Background: an optimization exercise with open tools, aiming at small area. Do not read the settings as production practice. The RTL was checked by simulation tests, not by an equivalence proof against the original design. Power figures rest on the tool's default switching activity, not on a simulated workload.

===== flow/constraint.sdc =====
create_clock -name core_clock -period 45.0 [get_ports {clk}]
set_input_delay 9.0000 -clock core_clock [delete_from_list [all_inputs] [get_ports {clk}]]
set_output_delay 9.0000 -clock core_clock [all_outputs]
set_load 0.01 [all_outputs]

===== flow/design.v =====
module update
  ( input            clk,
    input            rst,
    input            hit,
    output reg       upd,
    output           step,
    output reg [4:0] count,
    output reg [4:0] baset);
  reg  hitprev;
  wire wrap = count[4] & count[1] & count[0];  
  assign step = wrap & !upd;
  always @(posedge clk) begin
    if (rst) begin
      count   <= 5'd0;
      upd     <= 1'b0;
      baset   <= 5'd0;
      hitprev <= 1'b0;
    end else begin
      if (wrap) begin
        count <= 5'd0;
        upd   <= ~upd;
      end else begin
        count <= count + 5'd1;
      end
      if (hit != hitprev)
        baset <= count;
      hitprev <= hit;
    end
  end
endmodule
module gameSV ( input hit,
	input check,
	input clk,
	input rst,
	input test,
	output reg flash,
	output [47:0] display);
	wire       step, upd;
	wire [4:0] count, baset;
	update m0 (.clk(clk), .rst(rst), .hit(hit), .upd(upd), .step(step), .count(count), .baset(baset));
	reg [24:0] rb, rp, rq;   
	reg [1:0]  pres;         
	reg        eqf;          
	reg        eqn;          
	reg        cy;           
	reg        cl;           
	reg        pact;         
	reg [4:0]  tpat;         
	reg [1:0]  rpat;         
	reg        p, t;         
	reg        neg, lastop;
	reg [19:0] score;        
	reg        sdir, scy;    
	reg [19:0] tc;           
	wire pstep = step & !test & check;
	wire pe    = pstep | pact;
	wire last  = pact & (count[1:0] == 2'd3);
	wire odd   = !pstep & !count[0];   
	function [9:0] seeds;  
		input first;
		input [1:0] c;
		if (first) seeds = {5'd20, 5'd9};
		else case (c)
			2'd0: seeds = {5'd20, 5'd9};
			2'd1: seeds = {5'd18, 5'd5};
			2'd2: seeds = {5'd4,  5'd9};
			default: seeds = {5'd9, 5'd18};
		endcase
	endfunction
	wire [9:0] sd = seeds(pstep, count[1:0]);
	function [1:0] mod3;
		input [4:0] x;
		mod3 = x % 5'd3;
	endfunction
	wire [4:0] b0 = rb[4:0], p0 = rp[4:0], q0 = rq[4:0];
	wire [5:0] sum = p0 + q0 + (!pstep & cy);
	wire [4:0] nb = cl ? sd[4:0] : eqf ? sum[4:0] : pstep ? baset : 5'd0;
	wire [4:0] np = cl ? sd[9:5] : b0;
	wire [4:0] nq = cl ? sd[9:5] : p0;
	wire       eqd = (pstep | eqn) & (nb == np);
	wire [1:0] m  = mod3(np);
	wire [1:0] ms = odd ? ((m == 2'd0) ? 2'd0 : 2'd3 - m) : m;
	wire [1:0] ra = pstep ? 2'd0 : pres;
	wire [2:0] rs = ra + ms;
	wire [1:0] rn = (rs >= 3'd3) ? rs - 3'd3 : rs[1:0];
	always @(posedge clk) begin
		rb <= {pe ? nb : b0, rb[24:5]};
		rp <= {pe ? np : p0, rp[24:5]};
		rq <= {pe ? nq : q0, rq[24:5]};
		if (pe) begin
			cy   <= sum[5];
			eqn  <= eqd;
			pres <= rn;
		end
		if (last) eqf <= eqd;
		if (pstep) begin
			tpat <= cl ? 5'd0 : p0;
			rpat <= cl ? 2'd0 : pres;
		end
		if (rst) begin
			pact <= 1'b0;
			cl   <= 1'b1;
		end else begin
			if (pstep) pact <= 1'b1;
			else if (last) pact <= 1'b0;
			if (last) cl <= 1'b0;
		end
	end
	wire tgt = (pres == 2'd0) ? (p0[0] & p0[3]) :
	           (pres == 2'd1) ? (p0[0] ? p0[1] : p0[4]) :
	                            (!p0[0] & p0[2]);
	wire correct = (hit == tgt);
	wire zero = (score == 20'd0);
	wire one  = (score == 20'd1);
	wire upc  = (correct != neg) | zero;
	function [3:0] bcdinc;
		input [3:0] d;
		bcdinc = {(d[2] & d[1] & d[0]) | (d[3] & !d[0]),
		          d[2] ^ (d[1] & d[0]),
		          (d[1] ^ d[0]) & !d[3],
		          !d[0]};
	endfunction
	function [3:0] bcddec;
		input [3:0] d;
		bcddec = {(d[3] & d[0]) | !(d[3] | d[2] | d[1] | d[0]),
		          (d[2] & (d[1] | d[0])) | (d[3] & !d[0]),
		          d[1] ? d[0] : (!d[0] & (d[3] | d[2])),
		          !d[0]};
	endfunction
	wire [3:0] s0  = score[3:0];
	wire       sup = pstep ? upc : sdir;
	wire       sc  = pstep ? lastop : scy;
	wire [3:0] sn  = !sc ? s0 : sup ? bcdinc(s0) : bcddec(s0);
	wire       sco = sc & (sup ? (s0[3] & s0[0]) : (s0 == 4'd0));
	function [3:0] inc9;
		input [3:0] d;
		input c;
		inc9 = !c ? d : {(d[2] & d[1] & d[0] & !d[3]) | (d[3] & !d[0]),
		                 d[2] ^ (d[1] & d[0]),
		                 (d[1] ^ d[0]) & !d[3],
		                 !d[0]};
	endfunction
	wire [3:0] t0 = tc[3:0], t1 = tc[7:4], t2 = tc[11:8], t3 = tc[15:12], t4 = tc[19:16];
	wire e1 = t0[3] & t0[0];
	wire e2 = e1 & t1[3] & t1[0];
	wire e3 = e2 & t2[3] & t2[0];
	wire e4 = e3 & t3[3] & t3[0];
	wire [19:0] tc_n = {inc9(t4, e4), inc9(t3, e3), inc9(t2, e2), inc9(t1, e1), inc9(t0, 1'b1)};
	always @(posedge clk) begin
		if (pe) begin
			sdir <= sup;
			scy  <= sco;
		end
		if (rst) begin
			p      <= 1'b0;
			t      <= 1'b1;
			flash  <= 1'b0;
			neg    <= 1'b0;
			lastop <= 1'b0;
			score  <= 20'd0;
			tc     <= 20'hFFFFF;
		end else begin
			if (pe) score <= {sn, score[19:4]};
			if (step) begin
				flash <= ~flash;
				if (test) begin
					tc <= tc_n;
					t  <= 1'b1;
				end else begin
					t      <= 1'b0;
					p      <= check;
					lastop <= check;
					if (check & lastop) begin
						if (zero) neg <= !correct;
						else if (one & correct) neg <= 1'b0;
					end
				end
			end
		end
	end
	function [7:0] codes;  
		input [3:0] d;
		case (d)
			4'd0: codes = 8'b11000000;
			4'd1: codes = 8'b11111001;
			4'd2: codes = 8'b10100100;
			4'd3: codes = 8'b10110000;
			4'd4: codes = 8'b10011001;
			4'd5: codes = 8'b10010010;
			4'd6: codes = 8'b10000010;
			4'd7: codes = 8'b11111000;
			4'd8: codes = 8'b10000000;
			4'd9: codes = 8'b10010000;
			default: codes = 8'b11111111;
		endcase
	endfunction
	wire       q = tpat[0];
	wire [5:0] ch;  
	assign ch[0] = (rpat == 2'd0) & !q;
	assign ch[1] = (rpat == 2'd1) &  q;
	assign ch[2] = (rpat == 2'd2) & !q;
	assign ch[3] = (rpat == 2'd0) &  q;
	assign ch[4] = (rpat == 2'd1) & !q;
	assign ch[5] = (rpat == 2'd2) &  q;
	wire showp = p & !t;
	genvar i;
	generate
		for (i = 0; i < 5; i = i + 1) begin : dig
			wire [3:0] nib = t ? tc[4*i+3:4*i] : score[4*i+3:4*i];
			wire [7:0] pat = {!ch[i], 4'b1110, !tpat[i], !tpat[i], 1'b1};
			assign display[8*i+7:8*i] = showp ? pat : codes(nib);
		end
	endgenerate
	assign display[47:40] = p ? {!ch[5], 7'b1110111} : (neg ? 8'b10111111 : 8'b11111111);
endmodule

===== flow/run.sh =====
#!/bin/bash
# synth_recipe.tcl (not shown) runs the flow's synth.tcl, then flattens the netlist and writes it again
# the make line also repeats each setting of config.mk as NAME=value (left out here)
make -C /OpenROAD-flow-scripts/flow DESIGN_CONFIG=/design/flow/config.mk WORK_HOME=/design/flow/orfs CLKGATE_MAP_FILE= SYNTH_SCRIPT=/design/flow/synth_recipe.tcl finish

===== flow/config.mk =====
export PLATFORM = sky130hd
export DESIGN_NAME = gameSV
export DESIGN_NICKNAME = gameSV
export VERILOG_FILES = /design/flow/design.v
export SDC_FILE = /design/flow/constraint.sdc
export NUM_CORES = 4
export LEC_CHECK = 0
export CAP_MARGIN = 20
export CORE_MARGIN = 2
export CORE_UTILIZATION = 40
export SLEW_MARGIN = 20

==> run notes <==
==> cell type report <==
| class | instances | area (sq um) |
|---|---|---|
| clock buffer | 17 | 425 |
| clock inverter | 15 | 201 |
| fill | 1756 | 9380 |
| timing repair buffer | 54 | 520 |
| inverter | 34 | 131 |
| tap | 229 | 287 |
| multi-input combinational | 595 | 3880 |
| sequential | 147 | 3080 |
==> how the worst max path moves through the flow <==
stage | end | slack [ns] | cells after the start
floorplan | pres[1] | 30.80 | 24
CTS | pres[1] | 30.21 | 24
detailed placement | pres[1] | 29.77 | 24
global placement | pres[1] | 30.03 | 24
global route | pres[1] | 29.66 | 24
finish | pres[1] | 30.21 | 24
==> cells in the mapped netlist (6+ instances only) <==
library cell  instances
nor3b_1               6
a21oi_1              73
nor3_1               11
edfxtp_1             14
a211oi_1             11
nor4_1                6
nor2_1               74
ha_1                 48
a211o_1               9
xnor2_1              10
o21bai_1              7
inv_1                29
nor2b_1              10
nand3_1              15
and3_1                8
clkbuf_1             29
a21o_1                9
mux2_2               15
buf_4                 6
nand2b_1             15
mux2i_1              24
o31ai_1               6
o21ai_0              42
dfxtp_1             133
o22ai_1              13
and2_1                7
nand2_1             102
==> state kept, by name, summed over array words and instances (netlist names) <==
signal	flops
rpat	2
tc	20
rq	25
eqf	1
eqn	1
t	1
pact	1
cy	1
scy	1
m0.count	5
p	1
m0.baset	5
rb	25
pres	2
tpat	5
cl	1
sdir	1
m0.hitprev	1
rp	25
score	20
flash	1
neg	1
m0.upd	1
==> per-layer routing <==
layer | GRT usage [%] | up-vias | wire [um]
li1 | - | 2918 | -
met1 | 22.3 | 2698 | 7750
met2 | 30.7 | 106 | 8310
met3 | 3.35 | 23 | 542
met4 | 5.58 | 0 | 269
met5 | 0 | - | 0
==> cell usage in the layout, fill, tap and decap left out, types with 6 or more instances in the layout <==
cell type / n
o21bai_1: 7
mux2i_1: 24
nor2_1: 73
o22ai_1: 13
a211oi_1: 11
xnor2_1: 10
nand3_1: 15
inv_1: 29
clkbuf_16: 17
a211o_1: 9
nor2b_1: 10
and3_1: 8
dfxtp_1: 133
ha_1: 48
nor3b_1: 6
o31ai_1: 6
nand2b_1: 15
nand2_1: 102
and2_1: 7
a21oi_1: 73
buf_4: 6
clkdlybuf4s50_1: 47
edfxtp_1: 14
nor3_1: 11
o21ai_0: 42
a21o_1: 9
mux2_2: 15
nor4_1: 6
==> report_power, final <==
group	internal, mW	total, mW	switching, mW
registers	0.136	0.138	0.00205
clock network	0.0812	0.148	0.0669
logic	0.0118	0.0256	0.0138
total	0.229	0.312	0.0828
==> cells by family (layout without fill, tap and decap cells) <==
| logic type | Yosys count | in the layout | share of synthesized area (%) |
|---|---|---|---|
| AOI/OAI and AO/OA | 206 | 206 | 17.9 |
| DFF | 147 | 147 | 42.5 |
| muxes | 39 | 39 | 5.64 |
| and+or+nand+nor | 278 | 278 | 18.4 |
| other | 1 | 5 | 0.0517 |
| xor gates and xnor gates | 16 | 16 | 2.12 |
| buffers and inverters | 74 | 120 | 4.31 |
| adders and majority gates | 51 | 51 | 9.10 |
==> per-stage QoR <==
step / setup slack, ns / area (sq um) / power (mW)
6_report: 30.21 / 8530 / 0.312
5_1_grt: 29.66 / 8530 / 0.324
4_1_cts: 30.21 / 8530 / 0.315
3_5_place_dp: 29.77 / 7900 / 0.167
3_3_place_gp: 30.03 / 7900 / 0.166
2_1_floorplan: 30.80 / 7270 / 0.161
==> summary.md <==
| Metric | Value |
|---|---|
| Largest net degree at the start of global routing | 56 |
| Clock transition at path regs | roughly 0.07 ns |
| DRC | 0 |
| TritonCTS clock tree | yes |
| Reg2reg end | pres[1] |
| Crit path top cell by count | ha_1 |
| Core area | 17,900 sq um |
| CP Data Required Time | 45.18 ns |
| Delay-heaviest family, CP | compound AO/OA/AOI/OAI gates |
| Seq cells post-synth | approximately 150 |
| First-pass GRT wire length | approximately 28 mm |
| Peak Freq | 0.0676 GHz |
| Final ANT Viol Nets | 0 |
| Top Ports | between 50 and 60 |
| R2R cell count | 25 |
| Synth async-reset ratio | 0% |
| CTS Buf Count | 17 |
| Synthesized instance count | 812 |
| WHS Path Cells | 0 |
| Reg2reg start | m0.count[0] |
| CTS sink cnt | between 100 and 150 |
| Total grt overflow | 0 |
| Worst EP arrival | approximately 15 ns |
| Vias in the first global route | around 5,400 |
| Iteration-0 DRC Markers | between 300 and 400 |
| Sequential area share after synthesis | between 40% and 50% |
| Yosys cell types | 79 |
| Yosys top cell area share | ~37% |
| Pwr dens | about 37 nW/um^2 |
| Antenna Cells | 0 |
| Worst Hold End | rq[5] |
| CTS Buffer Depth | 2 |
| Worst hold path type | reg -> reg |
| Root buffer cell | clkbuf_16 |
| Ys flop type | dfxtp_1 |
| Non-Filler Instances | 1,091 |
| Placed wire-length estimate | 12.2 mm |
| WHS | ~0.33 ns |
| Initial Util | between 40% and 50% |
| Final Critical Period | between 10 and 15 ns |
| Post-CTS Setup Bufs | 0 |
| Max-slew violations | 0 |
| Max incr delay on CP | 0.52 ns |
| Slew HR | 48.4% |
| Static leakage | roughly 3.5 nW |
| Period utilisation layout | between 30% and 40% |
| GRT Total Usage | around 18% |
| Peak VDD IR | 0.0000391 V |
| Share of cells above drive strength 1 | a little under a tenth |
| Vias | around 5,700 |
| Startpoint Class | input pin |
| Worst-Margin Slew | 0.773 ns |
| Mean Syn Cell Area | between 8 and 9 sq um |
| Crit path launch | test |
| CP Max Fanout | 19 |
| Hold path startpoint | rq[10] |
| Final Hold Viols | 0 |
| Post-synth EDFFs | 14 |
| Hold-fix buffers, CTS | 0 |
| Crit path cell chain | clkdlybuf4s50_1 -> or2b_4 -> or2_1 -> inv_2 -> o21ai_0 -> a211oi_1 -> a21o_1 -> ha_1 -> nor4b_1 -> a311oi_2 -> o31a_1 -> a21o_2 -> a21oi_1 -> o21ai_0 -> ha_1 -> nor2_1 -> o21ai_1 -> nor4_1 -> o21ai_0 -> a2bb2oi_1 -> ha_1 -> fa_1 -> ha_1 -> o32a_1 |
| Rows | a little under 50 |
| Fin nets | 905 |
| GP Congestion | 0.861 |
| Pre-antenna DRT Iters | 4 |
| RSZ-0062 raised after global routing | no |
| Final design utilization | a little under half |
| Fin Setup TNS | 0 ns |
| Area grow syn2layout | 17.5% |
| Status | timing/DRC/antenna clean |
| Worst-Skew Late Latency | between 0.4 and 0.5 ns |
| Die H | 139 um |
| R2R Setup Slk | between 30 and 40 ns |
| WL final | between 15 and 20 mm |
| Crit path buf inv count | 2 |
| CP Capture Type | flop |
| Netlist Area Pre-Place | just over 7000 sq um |
| Initial antenna violation count | 0 |
| Die area | approximately 19,000 sq um |
| Max-cap violations | 0 |
| Final setup viols | 0 |
| Ys Warns | 2 |
| Port bufs | 48 |
| Worst Clk Skew | between 0.01 and 0.015 ns |
| WL/cell | between 15 and 20 um |
| Placed insts | about 1,100 |
| Area leader, netlist | dfxtp_1 |
| # H-tree levels | 4 |
| Top cells by area, synth | dfxtp_1 (37%), ha_1 (8.3%), edfxtp_1 (5.8%) |
| Post-CTS sizing | 0 |
| Slowest stage cell, crit path | clkdlybuf4s50_1 |
| Vias/cell | about 5.3 |
| Die X-Extent | between 100 and 150 um |
| Setup CP Type | in -> reg |

## what the ideal ports hide
The results above use ideal ports. As a check the final layout listed here was re-extracted and re-timed, cells and wires unchanged. Step 1 (the two cells are an assumption about what drives the block):
set clk [get_ports {clk}]
set_driving_cell -lib_cell sky130_fd_sc_hd__clkbuf_16 $clk
set_driving_cell -lib_cell sky130_fd_sc_hd__buf_2 [delete_from_list [all_inputs] $clk]
Step 2, shift: input delay + t, output delay - t, t = (earliest + latest rising clock arrival at the registers) / 2. This alone moves slack from input paths to output paths. Slacks: ideal ports / drivers / drivers and shift; pairs: ideal ports / drivers.
shift t [ns]: 0.466
setup WS [ns]: 30.209 / 30.216 / 29.751
hold WS [ns]: 0.326 / 0.326 / 0.326
latest minus earliest clock arrival (ns): 0.013 / 0.013
After both steps this run still meets setup and hold. For this run, drivers alone change the setup slack by +0.007 ns; drivers and shift together by -0.458 ns.
